Background: an optimization exercise with open tools, aiming at small area, a short achievable clock period and few clock cycles per item. Do not read the settings as production practice.
Only simulation tests tie the RTL to the original design; equivalence was not proved.
Power figures rest on the tool's default switching activity, not on a simulated workload. No driver is modelled on the clock port, so clocking that relies on it looks cheaper here than on a real chip.

## v24
// fft_computer
module fft_computer(
input        i_clk,
input        i_rst_n,
input        i_data_valid,
input [31:0] i_data,
output       o_data_ready,
output       o_data_valid,
output [31:0]o_data,
input        i_data_ready
);
localparam MW   = 72;    
localparam HEAD = 60;    
wire        acc, win, ld;
wire [31:0] tap, head, sum;
wire [MW-1:0] m_d;
reg  [31:0]   x;         
reg           v1, w1;
reg  [MW-1:0] m;         
reg  [31:0]   out_r;
output_ctrl #(
    .LAT(3 + HEAD)
) ctrl (
    .i_clk(i_clk),
    .i_rst_n(i_rst_n),
    .i_data_valid(i_data_valid),
    .o_data_ready(o_data_ready),
    .o_acc(acc),
    .o_win(win),
    .o_ld(ld),
    .o_data_valid(o_data_valid),
    .i_data_ready(i_data_ready)
);
power_tree_a tree_a (
    .x(x),
    .p0((v1 & ~w1) ? 32'd0 : tap),
    .m(m_d)
);
power_tree_b tree_b (
    .m(m),
    .p(sum)
);
output_fifo #(
    .HEAD(HEAD)
) store (
    .i_clk(i_clk),
    .i_wr_data(sum),
    .o_tap_pre(tap),
    .o_head(head)
);
always @(posedge i_clk)
begin
    x  <= {i_data[31:16], acc ? i_data[15:0] : 16'd0};
    w1 <= win;
    m  <= m_d;
    if(ld)
        out_r <= head;
end
always @(posedge i_clk)
begin
    if(!i_rst_n)
        v1 <= 1'b0;
    else
        v1 <= acc;
end
assign o_data = out_r;
endmodule
==> flow/config.mk <==
export PLATFORM = sky130hd
export DESIGN_NAME = fft_computer
export DESIGN_NICKNAME = fft_computer
export VERILOG_FILES = /design/flow/design.v
export SDC_FILE = /design/flow/constraint.sdc
export NUM_CORES = 4
export LEC_CHECK = 0
export CAP_MARGIN = 20
export CORE_MARGIN = 2
export CORE_UTILIZATION = 60
export CTS_BUF_LIST = sky130_fd_sc_hd__clkbuf_16
export CTS_CLUSTER_DIAMETER = 70
export CTS_CLUSTER_SIZE = 32
export SLEW_MARGIN = 20
export SYNTH_MEMORY_MAX_BITS = 65536
==> flow/constraint.sdc <==
create_clock -name core_clock -period 10.0 [get_ports {i_clk}]
set_input_delay 2.0000 -clock core_clock [delete_from_list [all_inputs] [get_ports {i_clk}]]
set_output_delay 2.0000 -clock core_clock [all_outputs]
set_load 0.01 [all_outputs]
standard.sh (not shown) runs the stock make flow with config.mk's settings and CLKGATE_MAP_FILE= SYNTH_SCRIPT=/design/flow/synth_recipe.tcl, a recipe that flattens the netlist after the stock synthesis.
==> flow/flow/run.sh <==
#!/bin/bash
# The standard layout (standard.sh) at the same clock period, with:
# - timing repair aimed at a setup slack of SETUP_SLACK_MARGIN ns instead of 0,
# - port buffers started as buf_2 (repair may resize them),
# - clock tree synthesis without dummy load cells.
set -euo pipefail
CTS="-sink_clustering_enable -repair_clock_nets -sink_clustering_size 32 -sink_clustering_max_diameter 70 -buf_list sky130_fd_sc_hd__clkbuf_16 -dont_use_dummy_load"
bash standard.sh SETUP_SLACK_MARGIN=7.0 "BUFFER_PORTS_ARGS=-buffer_cell sky130_fd_sc_hd__buf_2" "CTS_ARGS=$CTS" finish > make.log 2>&1
v24 ran to completion and came out clean on the timing, DRC and antenna checks.
Testbench counts of v24, summed over its fixed seeds: cycles 8,704, items 4,096.
Input-level comparison between v20 and v24:
==> flow/flow/run.sh <==
#!/bin/bash
# The standard layout (standard.sh) at the same clock period, with:
# - timing repair aimed at a setup slack of SETUP_SLACK_MARGIN ns instead of 0,
# - port buffers started as buf_2 (repair may resize them),
# - clock tree synthesis without dummy load cells.
set -euo pipefail
CTS="-sink_clustering_enable -repair_clock_nets -sink_clustering_size 34 -sink_clustering_max_diameter 70 -buf_list sky130_fd_sc_hd__clkbuf_16 -dont_use_dummy_load"
bash standard.sh SETUP_SLACK_MARGIN=7.0 "BUFFER_PORTS_ARGS=-buffer_cell sky130_fd_sc_hd__buf_2" "CTS_ARGS=$CTS" finish > make.log 2>&1
-- flow/config.mk --
<<< v24, line 11
export CTS_BUF_LIST = sky130_fd_sc_hd__clkbuf_16
export CTS_CLUSTER_DIAMETER = 70
export CTS_CLUSTER_SIZE = 32
export SLEW_MARGIN = 20
export SYNTH_MEMORY_MAX_BITS = 65536
>>> v20, line 11
export CTS_BUF_LIST = sky130_fd_sc_hd__clkbuf_16
export CTS_CLUSTER_DIAMETER = 70
export CTS_CLUSTER_SIZE = 34
export SLEW_MARGIN = 20
export SYNTH_MEMORY_MAX_BITS = 65536
==> run summary <==
Relative contribution of the clock network to total power in v20 is 0.4 points below v24. Changes observed in v20 relative to v24: wire length of the first global-routing pass now sits higher; final design instance area without fill flat; synthesis-to-finish area growth increased by 0.29 points relative to the old numbers; number of diodes added for antenna fixing grew by 4; number of buffer and inverter instances along the worst setup path moved up. | worst relative slew slack | v20 vs v24 | 6.1 points lower |. Changes observed in v20 relative to v24: final standard cell utilization of the core picked up an extra 0.17 points, number of vias after detailed routing shows no meaningful change, final routed wirelength across all metal layers neither gained nor lost much.

========
maple:
fft_computer, a different RTL version from the one above (not shown whole).
Size in the first run: ~3,500 cells after synthesis.
==> flow/design.v (excerpt) <==
module fft_computer(
input        i_clk,
input        i_rst_n,
input        i_data_valid,
input [31:0] i_data,
output       o_data_ready,
output       o_data_valid,
output [31:0]o_data,
input        i_data_ready
);
clock: 10.0 ns
lec_check: 0
cap_margin: 20
core_margin: 2
core_utilization: 45
cts_buf_list: sky130_fd_sc_hd__clkbuf_8
cts_cluster_diameter: 60
cts_cluster_size: 18
slew_margin: 20
synth_memory_max_bits: 65536
==> flow/flow/run.sh <==
#!/bin/bash
# The standard layout (standard.sh) at the same clock period, with
# timing repair aimed at a setup slack of SETUP_SLACK_MARGIN ns instead of 0
# and the port buffers started as buf_2 (repair may resize them).
set -euo pipefail
bash standard.sh SETUP_SLACK_MARGIN=7.0 "BUFFER_PORTS_ARGS=-buffer_cell sky130_fd_sc_hd__buf_2" finish > make.log 2>&1
maple did not stop at any stage, and its layout met the timing, DRC and antenna checks.
Testbench counts of maple, summed over its fixed seeds: cycles 8,224, items 4,096.
Setup changes, maple to delta
Settings: a change of CTS_CLUSTER_SIZE from 18 to 36; a change of CORE_UTILIZATION from 45 to 60; a change of CTS_CLUSTER_DIAMETER from 60 to 80; a change of CTS_BUF_LIST from sky130_fd_sc_hd__clkbuf_8 to sky130_fd_sc_hd__clkbuf_16.
Findings:
The final layout from delta, which completed every stage, passed the timing, DRC and antenna checks at the end of the flow. Going from maple to delta, net switching power figure shrank by a few percent. Least setup slack across all paths after layout (lower): maple. delta drops fewer vias than maple. Taking maple as the reference point, the routability congestion estimate of delta rises by about 0.8%. Critical path launch point: out_r[26] -> delta, ctrl.rdy -> maple. Measured against each other, maple and delta differ in global-route usage, the higher figure coming from delta. delta vs. maple: clock buffer count lost 78; number of buffers created by CTS lost 76; final critical delay including setup and external delays lost 0.20 ns; total wirelength of the detailed-routed design lost about 3.3%. Measured against delta, the wire length per cell after detailed routing of maple comes out at 0.928 times the reference value.
## Diff of input files: raven against delta
==> flow/flow/run.sh <==
#!/bin/bash
# The standard layout (standard.sh) at the same clock period, with:
# - timing repair aimed at a setup slack of SETUP_SLACK_MARGIN ns instead of 0,
# - port buffers started as buf_2 (repair may resize them),
# - clock tree synthesis without dummy load cells.
set -euo pipefail
CTS="-sink_clustering_enable -repair_clock_nets -sink_clustering_size 36 -sink_clustering_max_diameter 80 -buf_list sky130_fd_sc_hd__clkbuf_16 -dont_use_dummy_load"
bash standard.sh SETUP_SLACK_MARGIN=7.0 "BUFFER_PORTS_ARGS=-buffer_cell sky130_fd_sc_hd__buf_2" "CTS_ARGS=$CTS" finish > make.log 2>&1
raven has completed all stages; timing, DRC and antenna checks passed.
Post-route non-filler standard cell count went down slightly going from delta to raven.
Compared raven against delta; die width within noise.
Number of antenna cells inserted was higher in delta than in raven.
From delta to raven the numbers moved as follows: slack of the critical path increased 0.0084 ns; core utilization of the finished layout decreased 0.35 points; number of antenna violations at the first check in global routing increased 1.
### raven -> onyx
Settings: CTS_CLUSTER_SIZE changed from 36 to 32; CTS_CLUSTER_DIAMETER changed from 80 to 70; CORE_UTILIZATION changed from 60 to 65.
==> flow/flow/run.sh <==
#!/bin/bash
# The standard layout (standard.sh) at the same clock period, with
# timing repair aimed at a setup slack of SETUP_SLACK_MARGIN ns instead of 0
# and the port buffers started as buf_2 (repair may resize them).
set -euo pipefail
bash standard.sh SETUP_SLACK_MARGIN=7.0 "BUFFER_PORTS_ARGS=-buffer_cell sky130_fd_sc_hd__buf_2" finish > make.log 2>&1
### Flow results
- Adder-cell area share of the yosys netlist: onyx vs raven identical
- o_data[23] as the worst setup path endpoint was reported by onyx, and o_data[19] by raven.
- Compared to raven, onyx reaches a lower achievable clock.
- Non-clock buffer count went up by a few percent going from raven to onyx.
Modified inputs, amber compared to onyx
Settings: swapping 32 for 36 in CTS_CLUSTER_SIZE; swapping 65 for 60 in CORE_UTILIZATION; swapping 70 for 80 in CTS_CLUSTER_DIAMETER.
diff --git a/flow/flow/run.sh b/flow/flow/run.sh
--- a/flow/flow/run.sh
+++ b/flow/flow/run.sh
@@ -5,2 +5,2 @@
 set -euo pipefail
-bash standard.sh SETUP_SLACK_MARGIN=7.0 "BUFFER_PORTS_ARGS=-buffer_cell sky130_fd_sc_hd__buf_2" finish > make.log 2>&1
+bash standard.sh SETUP_SLACK_MARGIN=7.3 "BUFFER_PORTS_ARGS=-buffer_cell sky130_fd_sc_hd__buf_2" finish > make.log 2>&1
## What came out
Fmax (amber over onyx): increase, 2.7%
Part of the total power dissipated in the clock network: amber vs onyx down 1.4 points
Looking at core utilization of the finished layout across amber and onyx, the one that comes out higher is onyx.
o_data[29] as the capturing instance or port of the critical path was reported by amber, and o_data[23] by onyx.
Run comparison: amber critical path launch point out_r[29]; onyx critical path launch point out_r[23]
amber — hold slack 0.0073 ns higher, onyx as reference
The routed metal-1 wire length in amber was higher than what onyx gave.

========
fft_computer, a different RTL version from the one above (not shown whole).
For scale: about 3300 cells after synthesis, roughly 70 I/O pins, ~52000 µm² of cells after synthesis.
Settings: LEC_CHECK=0, CAP_MARGIN=20, CORE_MARGIN=2, CORE_UTILIZATION=60, CTS_BUF_LIST=sky130_fd_sc_hd__clkbuf_16, CTS_CLUSTER_DIAMETER=70, CTS_CLUSTER_SIZE=34, SLEW_MARGIN=20, SYNTH_MEMORY_MAX_BITS=65536; clock period 10.0 ns.
==> flow/flow/run.sh <==
#!/bin/bash
# The standard layout (standard.sh) at the same clock period, with:
# - timing repair aimed at a setup slack of SETUP_SLACK_MARGIN ns instead of 0,
# - port buffers started as buf_2 (repair may resize them),
# - clock tree synthesis without dummy load cells.
set -euo pipefail
CTS="-sink_clustering_enable -repair_clock_nets -sink_clustering_size 34 -sink_clustering_max_diameter 70 -buf_list sky130_fd_sc_hd__clkbuf_16 -dont_use_dummy_load"
bash standard.sh SETUP_SLACK_MARGIN=6.85 "BUFFER_PORTS_ARGS=-buffer_cell sky130_fd_sc_hd__buf_2" "CTS_ARGS=$CTS" finish > make.log 2>&1
Testbench counts at the start, summed over its fixed seeds: cycles 8,224, items 4,096.
Rerun with:
--- a/flow/flow/run.sh
+++ b/flow/flow/run.sh
@@ -6,3 +6,3 @@
 set -euo pipefail
 CTS="-sink_clustering_enable -repair_clock_nets -sink_clustering_size 34 -sink_clustering_max_diameter 70 -buf_list sky130_fd_sc_hd__clkbuf_16 -dont_use_dummy_load"
-bash standard.sh SETUP_SLACK_MARGIN=6.85 "BUFFER_PORTS_ARGS=-buffer_cell sky130_fd_sc_hd__buf_2" "CTS_ARGS=$CTS" finish > make.log 2>&1
+bash standard.sh SETUP_SLACK_MARGIN=7.0 "BUFFER_PORTS_ARGS=-buffer_cell sky130_fd_sc_hd__buf_2" "CTS_ARGS=$CTS" finish > make.log 2>&1
Settings changed: CORE_UTILIZATION 60 to 55.
Outcome: Synthesized area stays the same. Utilization came out lower by 4.7 points. Global-route usage came out lower by 0.79 points. Worst hold slack degrades by 21 ps. Die area came out higher by 9.0%. Synthesized cell count stays the same. Power came out higher by 1.3%. Via count came out higher by 2.3%.
Rerun with:
==> flow/flow/run.sh (replaced) <==
#!/bin/bash
# The standard layout (standard.sh) at the same clock period, with:
# - timing repair aimed at a setup slack of SETUP_SLACK_MARGIN ns instead of 0,
# - port buffers started as buf_2 (repair may resize them),
# - clock tree synthesis without dummy load cells.
set -euo pipefail
CTS="-sink_clustering_enable -repair_clock_nets -sink_clustering_size 32 -sink_clustering_max_diameter 70 -buf_list sky130_fd_sc_hd__clkbuf_16 -dont_use_dummy_load"
bash standard.sh SETUP_SLACK_MARGIN=7.0 "BUFFER_PORTS_ARGS=-buffer_cell sky130_fd_sc_hd__buf_2" "CTS_ARGS=$CTS" finish > make.log 2>&1
Settings changed: CORE_UTILIZATION 55 to 60, CTS_CLUSTER_SIZE 34 to 32.
After rerunning: Final area is lower by 1.2%; global-route usage is higher by 0.56 points; critical path depth is unchanged; setup slack is better by 37 ps; power is lower by about 1%; utilization is higher by 5.0 points; first-iteration DRC count is higher by 2.9%; routed wire length is lower by 4.3%.
Rerun with:
==> flow/flow/run.sh (replaced) <==
#!/bin/bash
# The standard layout (standard.sh) at the same clock period, with:
# - timing repair aimed at a setup slack of SETUP_SLACK_MARGIN ns instead of 0,
# - port buffers started as buf_2 (repair may resize them),
# - clock tree synthesis without dummy load cells.
set -euo pipefail
CTS="-sink_clustering_enable -repair_clock_nets -sink_clustering_size 34 -sink_clustering_max_diameter 70 -buf_list sky130_fd_sc_hd__clkbuf_16 -dont_use_dummy_load"
bash standard.sh SETUP_SLACK_MARGIN=7.0 "BUFFER_PORTS_ARGS=-buffer_cell sky130_fd_sc_hd__buf_2" "CTS_ARGS=$CTS" finish > make.log 2>&1
Settings changed: CORE_UTILIZATION 60 to 65, CTS_CLUSTER_SIZE 32 to 34.
What happened:
- The new run finished with timing, DRC and antenna clean
- hold slack got worse by 11 ps
- count of clock-buffer cells in the layout falls by 3
- total power rises slightly
- worst setup slack got worse by 9.3 ps
- die area falls by a little under a tenth
Rerun with:
--- a/flow/flow/run.sh
+++ b/flow/flow/run.sh
@@ -6,3 +6,3 @@
 set -euo pipefail
 CTS="-sink_clustering_enable -repair_clock_nets -sink_clustering_size 34 -sink_clustering_max_diameter 70 -buf_list sky130_fd_sc_hd__clkbuf_16 -dont_use_dummy_load"
-bash standard.sh SETUP_SLACK_MARGIN=7.0 "BUFFER_PORTS_ARGS=-buffer_cell sky130_fd_sc_hd__buf_2" "CTS_ARGS=$CTS" finish > make.log 2>&1
+bash standard.sh SETUP_SLACK_MARGIN=7.15 "BUFFER_PORTS_ARGS=-buffer_cell sky130_fd_sc_hd__buf_2" "CTS_ARGS=$CTS" finish > make.log 2>&1
Settings changed: CORE_UTILIZATION 65 to 60.
Core utilization shrinks by 6.3 points; setup slack degrades by 22 ps; combinational power barely changes; via count shrinks by 2.5%; register-to-register slack degrades by 20 ps; design area stays flat; power shrinks by 0.68%; hold slack degrades by 24 ps; non-clock buffer count shrinks by 22; clock power shrinks by about 2%; count of clock-buffer cells in the layout stays the same.
Rerun with:
--- a/flow/flow/run.sh
+++ b/flow/flow/run.sh
@@ -6,3 +6,3 @@
 set -euo pipefail
 CTS="-sink_clustering_enable -repair_clock_nets -sink_clustering_size 34 -sink_clustering_max_diameter 70 -buf_list sky130_fd_sc_hd__clkbuf_16 -dont_use_dummy_load"
-bash standard.sh SETUP_SLACK_MARGIN=7.15 "BUFFER_PORTS_ARGS=-buffer_cell sky130_fd_sc_hd__buf_2" "CTS_ARGS=$CTS" finish > make.log 2>&1
+bash standard.sh SETUP_SLACK_MARGIN=7.0 "BUFFER_PORTS_ARGS=-buffer_cell sky130_fd_sc_hd__buf_2" "CTS_ARGS=$CTS" finish > make.log 2>&1
Result: The changed run ran to the end with no violations; final cell count is about the same; sequential power is about the same; worst setup slack gets better by 26 ps; via count climbs by about 0.8%; worst hold slack gets better by 24 ps.

## afterwards: timing with drivers on the ports
Ports are ideal in the flow. The routed layouts listed here were re-timed in OpenROAD.
Step 1 sets driving cells, clkbuf_16 on the clock port and buf_2 on the other inputs (assumed; they add their load-dependent delay and slew).
Step 2 times the ports against the registers' clock, not the clock port: input delays grow and output delays shrink by t, the midpoint of the rising clock arrivals with the driver on.
Three values: no drivers, after step 1, after step 2; two values: the first two.
run | shift t [ns] | setup WS [ns] | worst hold slack (ns) | latest minus earliest clock arrival (ns) | cell pins on the clock port's net
v24 | 0.691 | 6.729 / 6.708 / 6.447 | 0.264 / 0.264 / 0.264 | 0.114 / 0.114 | 1
v20 | 0.707 | 6.743 / 6.716 / 6.465 | 0.277 / 0.277 / 0.277 | 0.106 / 0.105 | 1
maple | 0.920 | 6.511 / 6.448 / 6.249 | 0.307 / 0.307 / 0.307 | 0.051 / 0.050 | 1
delta | 0.717 | 6.711 / 6.647 / 6.402 | 0.325 / 0.325 / 0.325 | 0.042 / 0.042 | 1
raven | 0.699 | 6.720 / 6.656 / 6.415 | 0.267 / 0.267 / 0.267 | 0.074 / 0.074 | 1
onyx | 0.724 | 6.615 / 6.550 / 6.396 | 0.312 / 0.312 / 0.312 | 0.060 / 0.059 | 1
amber | 0.732 | 6.706 / 6.640 / 6.420 | 0.319 / 0.319 / 0.319 | 0.039 / 0.039 | 1
the first run of note 3 | 0.681 | 6.707 / 6.679 / 6.307 | 0.249 / 0.249 / 0.249 | 0.131 / 0.131 | 1
the second run of note 3 | 0.703 | 6.657 / 6.591 / 6.468 | 0.227 / 0.227 / 0.227 | 0.126 / 0.126 | 1
the third run of note 3 | 0.689 | 6.694 / 6.631 / 6.430 | 0.291 / 0.291 / 0.291 | 0.101 / 0.100 | 1
the fourth run of note 3 | 0.686 | 6.684 / 6.634 / 6.502 | 0.280 / 0.280 / 0.280 | 0.139 / 0.139 | 1
the fifth run of note 3 | 0.680 | 6.662 / 6.658 / 6.594 | 0.256 / 0.256 / 0.256 | 0.128 / 0.128 | 1
the sixth run of note 3 | 0.689 | 6.689 / 6.627 / 6.432 | 0.280 / 0.280 / 0.280 | 0.106 / 0.105 | 1
After both steps setup and hold are still met in every run listed. The setup slack of the first run of note 3, which loses most, moves by -0.028 ns with the drivers and by -0.400 ns with both steps.
